Background: an optimization exercise with open tools, aiming at small area and a short achievable clock period. Do not read the settings as production practice. Only simulation tests tie the RTL to the original design; equivalence was not proved. Power and IR drop assume default switching activity.

Design sm_cpu, start of the top module:
module sm_cpu
(
    input           clk,         
    input           rst_n,       
    input   [ 4:0]  regAddr,     
    output  [31:0]  regData,     
    output  [31:0]  imAddr,      
    input   [31:0]  imData       
);
==> module sm_cpu, before the edit <==
module sm_cpu
(
    input           clk,         
    input           rst_n,       
    input   [ 4:0]  regAddr,     
    output  [31:0]  regData,     
    output  [31:0]  imAddr,      
    input   [31:0]  imData       
);
    wire [31:0] instr = imData;
    wire [ 5:0] op    = instr[31:26];
    wire [ 5:0] fn    = instr[ 5:0];
    wire [ 4:0] rs    = instr[25:21];
    wire [ 4:0] rt    = instr[20:16];
    wire [ 4:0] rd    = instr[15:11];
    wire [ 4:0] shamt = instr[10: 6];
    wire [15:0] imm   = instr[15: 0];
    wire spec    = (op == 6'b000000);
    wire i_addu  = spec & (fn == 6'b100001);
    wire i_or    = spec & (fn == 6'b100101);
    wire i_srl   = spec & (fn == 6'b000010);
    wire i_sltu  = spec & (fn == 6'b101011);
    wire i_subu  = spec & (fn == 6'b100011);
    wire i_addiu = (op == 6'b001001);
    wire i_addi  = (op == 6'b001000);
    wire i_lui   = (op == 6'b001111);
    wire i_ori   = (op == 6'b001101);
    wire i_beq   = (op == 6'b000100);
    wire i_bne   = (op == 6'b000101);
    wire wr_r    = i_addu | i_or | i_srl | i_sltu | i_subu;
    wire wr_i    = i_addiu | i_addi | i_lui | i_ori;
    wire [31:0] pc;
    wire [31:0] pcNext   = pc + 1;
    wire [32:0] pcBrx    = { pc, 1'b1 } + { {16 { imm[15] }}, imm, 1'b1 };
    wire [31:0] pcBranch = pcBrx[32:1];
    wire [31:0] rd0;
    wire [31:0] rd1;
    wire [31:0] rd2;
    wire [31:0] wd3;
    sm_register_file rf
    (
        .clk        ( clk          ),
        .a0         ( regAddr      ),
        .a1         ( rs           ),
        .a2         ( rt           ),
        .a3r        ( rd           ),
        .a3i        ( rt           ),
        .we3r       ( wr_r         ),
        .we3i       ( wr_i         ),
        .pc         ( pc           ),
        .rd0        ( rd0          ),
        .rd1        ( rd1          ),
        .rd2        ( rd2          ),
        .wd3        ( wd3          )
    );
    assign regData = rd0;
    assign imAddr  = pc;
    wire        sub    = spec & fn[1];
    wire [31:0] immExt = { {16 { imm[15] & i_addi }}, imm };
    wire [31:0] srcB   = spec ? (rd2 ^ {32 { sub }}) : immExt;
    wire [31:0] x;
    wire [32:0] c;
    sm_add32 add ( .a ( rd1 ), .b ( srcB ), .ci ( sub ), .x ( x ), .c ( c ) );
    wire        ltu    = ~c[32];
    wire [31:0] orB    = spec ? rd2 : { 16'b0, imm };
    wire [31:0] resOr  = rd1 | orB;
    wire [31:0] resSrl = rd2 >> shamt;
    wire [31:0] resLui = { imm, 16'b0 };
    wire        selAdd = i_addu | i_subu | i_addiu | i_addi;
    wire [31:0] other  = ( {32 { i_or  | i_ori }} & resOr         )
                       | ( {32 { i_srl         }} & resSrl        )
                       | ( {32 { i_lui         }} & resLui        )
                       | ( {32 { i_sltu        }} & { 31'b0, ltu } );
    wire [31:0] un     = ~(( {32 { selAdd }} & ~x ) | other);
    wire [31:0] vn     = ~(( {32 { selAdd }} &  x ) | other);
    genvar gi;
    generate
        for (gi = 0; gi < 32; gi = gi + 1) begin : res
            sm_mux2i m ( .a0 ( vn[gi] ), .a1 ( un[gi] ), .s ( c[gi] ), .y ( wd3[gi] ) );
        end
    endgenerate
    wire eq     = (rd1 == rd2);
    wire pcSrc  = (i_beq & eq) | (i_bne & ~eq);
    wire [31:0] pc_new = pcSrc ? pcBranch : pcNext;
    sm_register r_pc(clk, rst_n, pc_new, pc);
endmodule
==> module sm_add32, before the edit <==
module sm_add32
(
    input  [31:0] a,
    input  [31:0] b,
    input         ci,
    output [31:0] x,
    output [32:0] c
);
    wire [31:0] g [0:5];
    wire [31:0] t [0:5];
    wire        g0p;
    genvar i, k;
    generate
        for (i = 0; i < 32; i = i + 1) begin : l0
            sm_xor2 ux ( .a ( a[i] ), .b ( b[i] ), .y ( x[i] ) );
            sm_nor2 ut ( .a ( a[i] ), .b ( b[i] ), .y ( t[0][i] ) );
            if (i == 0) begin : c
                sm_maj3 um ( .a ( a[0] ), .b ( b[0] ), .c ( ci ), .y ( g0p ) );
                sm_inv  ui ( .a ( g0p ), .y ( g[0][0] ) );
            end else begin : n
                sm_nand2 ug ( .a ( a[i] ), .b ( b[i] ), .y ( g[0][i] ) );
            end
        end
        for (k = 1; k <= 5; k = k + 1) begin : l
            for (i = 0; i < 32; i = i + 1) begin : n
                if (i >= (1 << (k - 1))) begin : b
                    if (k % 2 == 1) begin : p
                        sm_o21ai ug ( .a1 ( t[k-1][i] ), .a2 ( g[k-1][i - (1 << (k - 1))] ), .b1 ( g[k-1][i] ), .y ( g[k][i] ) );
                        if (i >= (1 << k)) begin : q
                            sm_nor2  ut ( .a ( t[k-1][i] ), .b ( t[k-1][i - (1 << (k - 1))] ), .y ( t[k][i] ) );
                        end else begin : z
                            assign t[k][i] = 1'b0;
                        end
                    end else begin : m
                        sm_a21oi ug ( .a1 ( t[k-1][i] ), .a2 ( g[k-1][i - (1 << (k - 1))] ), .b1 ( g[k-1][i] ), .y ( g[k][i] ) );
                        if (i >= (1 << k)) begin : q
                            sm_nand2 ut ( .a ( t[k-1][i] ), .b ( t[k-1][i - (1 << (k - 1))] ), .y ( t[k][i] ) );
                        end else begin : z
                            assign t[k][i] = 1'b0;
                        end
                    end
                end else begin : w
                    sm_inv ug ( .a ( g[k-1][i] ), .y ( g[k][i] ) );
                    assign t[k][i] = 1'b0;
                end
            end
        end
    endgenerate
    assign c = { g[5], ci };
endmodule
==> module sm_mux2i, before the edit <==
module sm_mux2i ( input a0, input a1, input s, output y ); assign y = ~(s ? a1 : a0); endmodule
==> flow/config.mk <==
export PLATFORM = sky130hd
export DESIGN_NAME = sm_cpu
export DESIGN_NICKNAME = sm_cpu
export VERILOG_FILES = /design/flow/design.v
export SDC_FILE = /design/flow/constraint.sdc
export NUM_CORES = 4
export LEC_CHECK = 0
export CAP_MARGIN = 20
export CORE_MARGIN = 2
export CORE_UTILIZATION = 40
export SETUP_SLACK_MARGIN = 4.5
export SLEW_MARGIN = 20
export SYNTH_HIERARCHICAL = 1
export TNS_END_PERCENT = 10
==> flow/constraint.sdc <==
create_clock -name core_clock -period 10.0 [get_ports {clk}]
set_input_delay 2.0000 -clock core_clock [delete_from_list [all_inputs] [get_ports {clk}]]
set_output_delay 2.0000 -clock core_clock [all_outputs]
set_load 0.01 [all_outputs]
standard.sh (not shown) runs the stock make flow with config.mk's settings and CLKGATE_MAP_FILE= SYNTH_SCRIPT=/design/flow/synth_recipe.tcl, a recipe that flattens the netlist after the stock synthesis.
==> flow/flow/run.sh <==
#!/bin/bash
# Own layout flow: the standard synthesis and layout, with two changes:
#  - combinational cells are set to their smallest drive strength after
#    synthesis (the resizer upsizes where timing needs it);
#  - clock tree synthesis without dummy loads.
# Each tool's output goes to a log file in the work folder.
set -euo pipefail
WORK=$(pwd)
R=$WORK/orfs/results/$FLOW_PLATFORM/sm_cpu/base
export CTS_ARGS="-sink_clustering_enable -repair_clock_nets -dont_use_dummy_load"
bash standard.sh synth > "$WORK/flow_synth.log" 2>&1
ODB="$R/1_synth.odb" openroad -no_init -exit "$WORK/flow/downsize.tcl" > "$WORK/flow_downsize.log" 2>&1
bash standard.sh > "$WORK/flow_layout.log" 2>&1
test -f "$WORK/out/final.def"
==> flow/flow/downsize.tcl <==
# Swap every combinational cell to the smallest drive strength of its
# function (same cell name with a lower _N suffix); registers are left as is.
read_db $::env(ODB)
set block [ord::get_db_block]
set n 0
foreach inst [$block getInsts] {
  set m [[$inst getMaster] getName]
  if {![regexp {^(sky130_fd_sc_hd__)([a-z0-9]+)_([0-9]+)$} $m -> pre fn sz]} { continue }
  if {[regexp {^(df|edf|sdf|dl|sdl|clk|conb|tap|fill|decap|buf|dly)} $fn]} { continue }
  foreach s {0 1 2} {
    if {$s >= $sz} { break }
    set cand [[ord::get_db] findMaster "${pre}${fn}_${s}"]
    if {$cand != "NULL"} {
      $inst swapMaster $cand
      incr n
      break
    }
  }
}
puts "downsized $n instances"
write_db $::env(ODB)
Next try:
--- a/flow/design.v
+++ b/flow/design.v
@@ -41,14 +41,13 @@
     wire i_beq   = (op == 6'b000100);
     wire i_bne   = (op == 6'b000101);
     wire wr_r    = i_addu | i_or | i_srl | i_sltu | i_subu;
     wire wr_i    = i_addiu | i_addi | i_lui | i_ori;
     wire [31:0] pc;
     wire [31:0] pcNext   = pc + 1;
-    wire [32:0] pcBrx    = { pc, 1'b1 } + { {16 { imm[15] }}, imm, 1'b1 };
-    wire [31:0] pcBranch = pcBrx[32:1];
+    wire [31:0] pcBranch = pcNext + { {16 { imm[15] }}, imm };
     wire [31:0] rd0;
     wire [31:0] rd1;
     wire [31:0] rd2;
     wire [31:0] wd3;
     sm_register_file rf
     (
@@ -68,33 +67,24 @@
     );
     assign regData = rd0;
     assign imAddr  = pc;
     wire        sub    = spec & fn[1];
     wire [31:0] immExt = { {16 { imm[15] & i_addi }}, imm };
     wire [31:0] srcB   = spec ? (rd2 ^ {32 { sub }}) : immExt;
-    wire [31:0] x;
-    wire [32:0] c;
-    sm_add32 add ( .a ( rd1 ), .b ( srcB ), .ci ( sub ), .x ( x ), .c ( c ) );
-    wire        ltu    = ~c[32];
+    wire [32:0] sum;
+    sm_add32 add ( .a ( rd1 ), .b ( srcB ), .ci ( sub ), .s ( sum ) );
+    wire        ltu    = ~sum[32];
     wire [31:0] orB    = spec ? rd2 : { 16'b0, imm };
     wire [31:0] resOr  = rd1 | orB;
     wire [31:0] resSrl = rd2 >> shamt;
     wire [31:0] resLui = { imm, 16'b0 };
-    wire        selAdd = i_addu | i_subu | i_addiu | i_addi;
-    wire [31:0] other  = ( {32 { i_or  | i_ori }} & resOr         )
-                       | ( {32 { i_srl         }} & resSrl        )
-                       | ( {32 { i_lui         }} & resLui        )
-                       | ( {32 { i_sltu        }} & { 31'b0, ltu } );
-    wire [31:0] un     = ~(( {32 { selAdd }} & ~x ) | other);
-    wire [31:0] vn     = ~(( {32 { selAdd }} &  x ) | other);
-    genvar gi;
-    generate
-        for (gi = 0; gi < 32; gi = gi + 1) begin : res
-            sm_mux2i m ( .a0 ( vn[gi] ), .a1 ( un[gi] ), .s ( c[gi] ), .y ( wd3[gi] ) );
-        end
-    endgenerate
+    assign wd3 = ( {32 { i_or  | i_ori }} & resOr         )
+               | ( {32 { i_srl         }} & resSrl        )
+               | ( {32 { i_lui         }} & resLui        )
+               | ( {32 { i_sltu        }} & { 31'b0, ltu } )
+               | ( {32 { i_addu | i_subu | i_addiu | i_addi }} & sum[31:0] );
     wire eq     = (rd1 == rd2);
     wire pcSrc  = (i_beq & eq) | (i_bne & ~eq);
     wire [31:0] pc_new = pcSrc ? pcBranch : pcNext;
     sm_register r_pc(clk, rst_n, pc_new, pc);
 endmodule
 module sm_register_file
@@ -210,17 +200,17 @@
 endmodule
 module sm_add32
 (
     input  [31:0] a,
     input  [31:0] b,
     input         ci,
-    output [31:0] x,
-    output [32:0] c
+    output [32:0] s
 );
     wire [31:0] g [0:5];
     wire [31:0] t [0:5];
+    wire [31:0] x;
     wire        g0p;
     genvar i, k;
     generate
         for (i = 0; i < 32; i = i + 1) begin : l0
             sm_xor2 ux ( .a ( a[i] ), .b ( b[i] ), .y ( x[i] ) );
             sm_nor2 ut ( .a ( a[i] ), .b ( b[i] ), .y ( t[0][i] ) );
@@ -252,19 +242,25 @@
                 end else begin : w
                     sm_inv ug ( .a ( g[k-1][i] ), .y ( g[k][i] ) );
                     assign t[k][i] = 1'b0;
                 end
             end
         end
-    endgenerate
-    assign c = { g[5], ci };
+        for (i = 0; i < 32; i = i + 1) begin : sm
+            if (i == 0) begin : c
+                sm_xor2 us ( .a ( x[0] ), .b ( ci ), .y ( s[0] ) );
+            end else begin : n
+                sm_xor2 us ( .a ( x[i] ), .b ( g[5][i-1] ), .y ( s[i] ) );
+            end
+        end
+    endgenerate
+    assign s[32] = g[5][31];
 endmodule
 module sm_inv   ( input a, output y ); assign y = ~a; endmodule
 module sm_nand2 ( input a, input b, output y ); assign y = ~(a & b); endmodule
 module sm_nor2  ( input a, input b, output y ); assign y = ~(a | b); endmodule
 module sm_xor2  ( input a, input b, output y ); assign y = a ^ b; endmodule
 module sm_maj3  ( input a, input b, input c, output y ); assign y = (a & b) | (a & c) | (b & c); endmodule
 module sm_a21oi ( input a1, input a2, input b1, output y ); assign y = ~((a1 & a2) | b1); endmodule
 module sm_o21ai ( input a1, input a2, input b1, output y ); assign y = ~((a1 | a2) & b1); endmodule
 module sm_nand4 ( input a, input b, input c, input d, output y ); assign y = ~(a & b & c & d); endmodule
 module sm_a22oi ( input a1, input a2, input b1, input b2, output y ); assign y = ~((a1 & a2) | (b1 & b2)); endmodule
-module sm_mux2i ( input a0, input a1, input s, output y ); assign y = ~(s ? a1 : a0); endmodule
Effect: The changed run finished clean; non-clock buffer count came out lower by 18; worst setup slack gets worse by 0.044 ns; count of clock-buffer cells in the layout went up by 1; sequential power is lower slightly; via count fell slightly; routed wire length falls by a few percent; sequential share of layout area went up by 0.47 points; combinational power rose by about a fifth; final cell count came out lower slightly; power rises slightly; utilization shrinks by 0.81 points; critical path depth rose by 2; die area is about the same; maximum frequency decreases slightly.

[separate check: timing with driven ports]
How much do the figures lean on ideal ports? The routed layouts below were timed once more, with nothing changed but the port constraints.
Step 1, drivers: a clkbuf_16 drives clk and a buf_2 each remaining input, both assumed.
Step 2 times the ports against the registers' clock, not the clock port: input delays grow and output delays shrink by t, the midpoint of the rising clock arrivals with the driver on.
Three values: no drivers, after step 1, after step 2; two values: the first two.
run	t (ns)	setup slack, ns	clock arrival spread, ns	pins driven straight from the clock port
the first run	0.851	3.817 / 3.771 / 3.079	0.072 / 0.073	1
the second run	0.827	3.773 / 3.727 / 3.023	0.102 / 0.102	1
After both steps setup and hold are still met in every run listed. For the second run, which loses most, drivers alone change the setup slack by -0.046 ns; drivers and shift together by -0.750 ns.
